This design comes from an exercise in tuning for small area on the open sky130 flow, not from production work.
Function was checked by simulation only, so behaviour that the tests miss may differ from the original.
Power is estimated from default activity; no workload was simulated.

==> flow/design.v (excerpt) <==
module rxm_v23_sender (
input           nrst,
input           enLatch,
input			rst_latch,
input			rst_p,
input			one_second_l,
input			gmiiClk,
input           gmiiRxDv,
input  [7:0]   	gmiiRxD,
input           gmiiRxErr,
output			gmiiTxEn,
output [7:0]	gmiiTxDa,
output [7:0]	rx_data,
output			rx_end,
output			rx_da_en,
output			rxCrcErr,
output          findReset_l,
output          findDevice_l,
output          findDeviceEnd_l,
output			findInit_l,
output			findActive_l,
output			findSync_l,
output          findCtrl_l,
output          findEctrl_l,
output          findEdata_l,
output          findData_l,
output          findStstus_l,
output			findUnknow_l,
output			chk_pkt_cnt_l,
output [15:0]	pkt_cnt,
output [15:0]	sv_cnt,
input [15:0]	dropDaAddr,
output			dropDaEn,
output [7:0]	dropDa,
input [15:0]	addDaAddr,
output			addDaEn,
input [7:0]		addDa,
input [15:0]	dropStAddr,
output			dropStEn,
output [7:0]	dropStDa,
input [15:0]	addStAddr,
output			addStEn,
input [7:0]		addStDa,
output [15:0]	rxHostMac,
output [7:0]	rxLocalMac,
output [23:0]	rxDelayTime,
output [31:0]	rxCfgValue,
output [7:0]	rxLastCmd,
output [1:0]	mfc,
output [39:0]	rxRev,
output [7:0]	star_chNo,
input [7:0]		localMac,
output [15:0]	rxPacketNum,
output [15:0]	rxPacketCrcErrNum,
output [7:0]	rxDnmNum,
output 			localIndexAviable,
output [1:0]	mib_da2,
output			led_crc,
output			rxSfd
, output		lts
);
localparam [2:0] S_IDLE = 3'd0, S_PRE = 3'd1, S_SFD = 3'd2, S_DATA = 3'd3,
                 S_CHK = 3'd4, S_OK = 3'd5, S_DROP = 3'd6, S_IFG = 3'd7;
wire Clk = gmiiClk;
function [31:0] crc8;
    input [31:0] c;
    input [7:0]  d;
    integer j;
    begin
        crc8 = c;
        for (j = 0; j < 8; j = j + 1)
            crc8 = {crc8[30:0], 1'b0} ^ ((crc8[31] ^ d[j]) ? 32'h04c11db7 : 32'h0);
    end
endfunction
reg       RxDv_reg, RxErr_reg;
reg [7:0] RxD_reg;
  ...
For scale: ~1,800 cells after synthesis, roughly 370 I/O pins, about 21,000 sq um of cells after synthesis.
Settings: LEC_CHECK=0, CAP_MARGIN=20, CORE_MARGIN=2, CORE_UTILIZATION=65, PLACE_DENSITY=0.75, SLEW_MARGIN=20; clock period 8.0 ns.
standard.sh (not shown) runs the stock make flow with config.mk's settings and CLKGATE_MAP_FILE= SYNTH_SCRIPT=/design/flow/synth_recipe.tcl, a recipe that flattens the netlist after the stock synthesis.
==> flow/flow/run.sh <==
#!/bin/bash
# Layout: the standard ORFS flow (standard.sh) with three changes:
#  1. synthesis maps the logic with a stronger ABC script (flow/abc.script, used in
#     place of ORFS's abc_speed.script) and leaves adders to ABC instead of mapping
#     them to the platform's adder cells (ADDER_MAP_FILE empty); everything else in
#     synthesis is unchanged, so the registers are the standard synthesis's.
#  2. ports are buffered with buf_1 cells.
#  3. a leaner clock tree: clkbuf_8 buffers, smaller clusters, no dummy loads.
# Each step's output goes to its own log in the work folder.
set -eo pipefail
W=$(pwd)
rm -rf "$W/scripts_abc"
cp -r "$FLOW_HOME/scripts" "$W/scripts_abc"
cp "$W/flow/abc.script" "$W/scripts_abc/abc_speed.script"
export BUFFER_PORTS_ARGS="-buffer_cell sky130_fd_sc_hd__buf_1"
export CTS_ARGS="-sink_clustering_enable -repair_clock_nets -dont_use_dummy_load -buf_list {sky130_fd_sc_hd__clkbuf_8} -sink_clustering_size 16 -sink_clustering_max_diameter 50"
ADDER_MAP_FILE= SCRIPTS_DIR="$W/scripts_abc" bash standard.sh synth > "$W/synth_flow.log" 2>&1
bash standard.sh finish > "$W/layout_flow.log" 2>&1
==> flow/flow/abc.script <==
strash
&get -n
&fraig -x
&put
scorr
dc2
dretime
strash
&get -n
&deepsyn -T 60
&dch -f
&nf -R 1000
&put
Next try:
--- a/flow/design.v
+++ b/flow/design.v
@@ -234,56 +234,57 @@
     if (~nrst)            pkt_sv_reg <= 16'h0;
     else if (rx_sfd_reg)  pkt_sv_reg <= 16'h0;
     else if (posi_sv_cnt) pkt_sv_reg <= gmacdata[15:0];
 always @(posedge Clk or negedge nrst)
     if (~nrst)           chk_pkt_cnt <= 1'b0;
     else if (rx_sfd_reg) chk_pkt_cnt <= 1'b0;
     else if (rx_end_reg) chk_pkt_cnt <= ~crc_chk_err_l & type_reg;
 assign chk_pkt_cnt_l = chk_pkt_cnt;
 assign pkt_cnt       = pkt_cnt_reg;
 assign sv_cnt        = pkt_sv_reg;
-reg [7:0] ch_cnt_64B, ch_cnt_16B;
+reg [7:0] ch_cnt;
+reg       ch_data;
 reg avaib_status_drop, avaib_status_add, avaib_data_drop, avaib_data_add;
 reg drop_status_en, add_status_en, drop_data_en, add_data_en;
 reg dly_add_data_en, dly_add_status_en;
 always @(posedge Clk or negedge nrst)
-    if (~nrst)           ch_cnt_64B <= 8'h0;
-    else if (data_l_reg) begin if (insert_cnt == 6'ha) ch_cnt_64B <= ch_cnt_64B + 1'b1; end
-    else                 ch_cnt_64B <= 8'h0;
-always @(posedge Clk or negedge nrst)
-    if (~nrst)             ch_cnt_16B <= 8'h0;
-    else if (status_l_reg) begin if (insert_cnt[3:0] == 4'hb) ch_cnt_16B <= ch_cnt_16B + 1'b1; end
-    else                   ch_cnt_16B <= 8'h0;
+    if (~nrst) begin ch_cnt <= 8'h0; ch_data <= 1'b0; end
+    else begin
+        ch_data <= data_l_reg;
+        if (data_l_reg)        begin if (insert_cnt == 6'ha)      ch_cnt <= ch_cnt + 1'b1; end
+        else if (status_l_reg) begin if (insert_cnt[3:0] == 4'hb) ch_cnt <= ch_cnt + 1'b1; end
+        else                   ch_cnt <= 8'h0;
+    end
 always @(posedge Clk or negedge nrst)
     if (~nrst) begin avaib_status_drop <= 1'b0; avaib_status_add <= 1'b0; avaib_data_drop <= 1'b0; avaib_data_add <= 1'b0; end
     else begin
         avaib_status_drop <= (dropStAddr[15:8] != 0) && (dropStAddr[7:0] > dropStAddr[15:8]) && (dropStAddr[7:0] <= 8'd65);
         avaib_status_add  <= (addStAddr[15:8]  != 0) && (addStAddr[7:0]  > addStAddr[15:8])  && (addStAddr[7:0]  <= 8'd65);
         avaib_data_drop   <= (dropDaAddr[15:8] != 0) && (dropDaAddr[7:0] > dropDaAddr[15:8]) && (dropDaAddr[7:0] <= 8'd129);
         avaib_data_add    <= (addDaAddr[15:8]  != 0) && (addDaAddr[7:0]  > addDaAddr[15:8])  && (addDaAddr[7:0]  <= 8'd129);
     end
 always @(posedge Clk or negedge nrst)
     if (~nrst) drop_status_en <= 1'b0;
-    else if ((ch_cnt_16B == dropStAddr[15:8]) && avaib_status_drop && status_l_reg) drop_status_en <= 1'b1;
-    else if (ch_cnt_16B == dropStAddr[7:0]) drop_status_en <= 1'b0;
+    else if ((ch_cnt == dropStAddr[15:8]) && avaib_status_drop && status_l_reg) drop_status_en <= 1'b1;
+    else if (ch_data ? (dropStAddr[7:0] == 8'h0) : (ch_cnt == dropStAddr[7:0])) drop_status_en <= 1'b0;
 always @(posedge Clk or negedge nrst)
     if (~nrst) add_status_en <= 1'b0;
-    else if ((ch_cnt_16B == addStAddr[15:8]) && avaib_status_add && status_l_reg) add_status_en <= 1'b1;
-    else if (ch_cnt_16B == addStAddr[7:0]) add_status_en <= 1'b0;
+    else if ((ch_cnt == addStAddr[15:8]) && avaib_status_add && status_l_reg) add_status_en <= 1'b1;
+    else if (ch_data ? (addStAddr[7:0] == 8'h0) : (ch_cnt == addStAddr[7:0])) add_status_en <= 1'b0;
 always @(posedge Clk or negedge nrst)
     if (~nrst) drop_data_en <= 1'b0;
-    else if ((ch_cnt_64B == dropDaAddr[15:8]) && avaib_data_drop && data_l_reg) drop_data_en <= 1'b1;
-    else if (ch_cnt_64B == dropDaAddr[7:0]) drop_data_en <= 1'b0;
+    else if ((ch_cnt == dropDaAddr[15:8]) && avaib_data_drop && data_l_reg) drop_data_en <= 1'b1;
+    else if (ch_data ? (ch_cnt == dropDaAddr[7:0]) : (dropDaAddr[7:0] == 8'h0)) drop_data_en <= 1'b0;
 always @(posedge Clk or negedge nrst)
     if (~nrst) add_data_en <= 1'b0;
-    else if ((ch_cnt_64B == addDaAddr[15:8]) && avaib_data_add && data_l_reg) add_data_en <= 1'b1;
-    else if (ch_cnt_64B == addDaAddr[7:0]) add_data_en <= 1'b0;
+    else if ((ch_cnt == addDaAddr[15:8]) && avaib_data_add && data_l_reg) add_data_en <= 1'b1;
+    else if (ch_data ? (ch_cnt == addDaAddr[7:0]) : (addDaAddr[7:0] == 8'h0)) add_data_en <= 1'b0;
 assign dropDaEn = drop_data_en;
 assign dropDa   = gmiiRxD;
 assign addDaEn  = add_data_en;
 assign dropStEn = drop_status_en;
 assign dropStDa = RxD_reg;
 assign addStEn  = add_status_en;
 always @(posedge Clk or negedge nrst)
     if (~nrst) begin dly_add_data_en <= 1'b0; dly_add_status_en <= 1'b0; end
     else begin dly_add_data_en <= add_data_en; dly_add_status_en <= add_status_en; end
 reg [7:0]  dly_reg0, dly_reg1, dly_reg2, dly_reg3;
Outcome:
- final area is lower by 1.3%
- combinational power fell by 34%
- worst setup slack improved by 0.018 ns
- routed wire length goes up by 0.97%
- area after synthesis decreases by 1.3%
- total power went down by 14%
- sequential power is lower by 9.3%
- first-iteration DRC count shrinks by 15%
- global-route usage came out higher by 0.66 points
- cell count went down by 2.7%
- die area decreases by 1.3%
- fmax went up by 0.45%
- sequential share of layout area stays flat

port drivers added, routing unchanged:
In the flow no input, the clock included, has a driving cell. The finished layouts below were timed again as built, in two steps.
Step 1 assumes that a clkbuf_16 drives the clock port and a buf_2 every other input.
Step 2 adds t to the input delays and takes it off the output delays; t is the mean of the earliest and latest rising clock arrival at the registers after step 1. Input paths then give back, and output paths get back, about the clock's delay inside the block.
Slacks: ideal / step 1 / step 2; pairs: ideal / step 1.
| run | shift t [ns] | setup WS [ns] | latest minus earliest clock arrival (ns) | worst register clock-pin slew, ns |
|---|---|---|---|---|
| the first run | 0.602 | 3.950 / 3.977 / 3.376 | 0.084 / 0.085 | 0.10 / 0.10 |
| the second run | 0.601 | 3.968 / 3.950 / 3.389 | 0.053 / 0.053 | 0.10 / 0.10 |
After both steps every run listed still meets setup and hold. The setup slack of the second run, which loses most, moves by -0.018 ns with the drivers and by -0.579 ns with both steps.
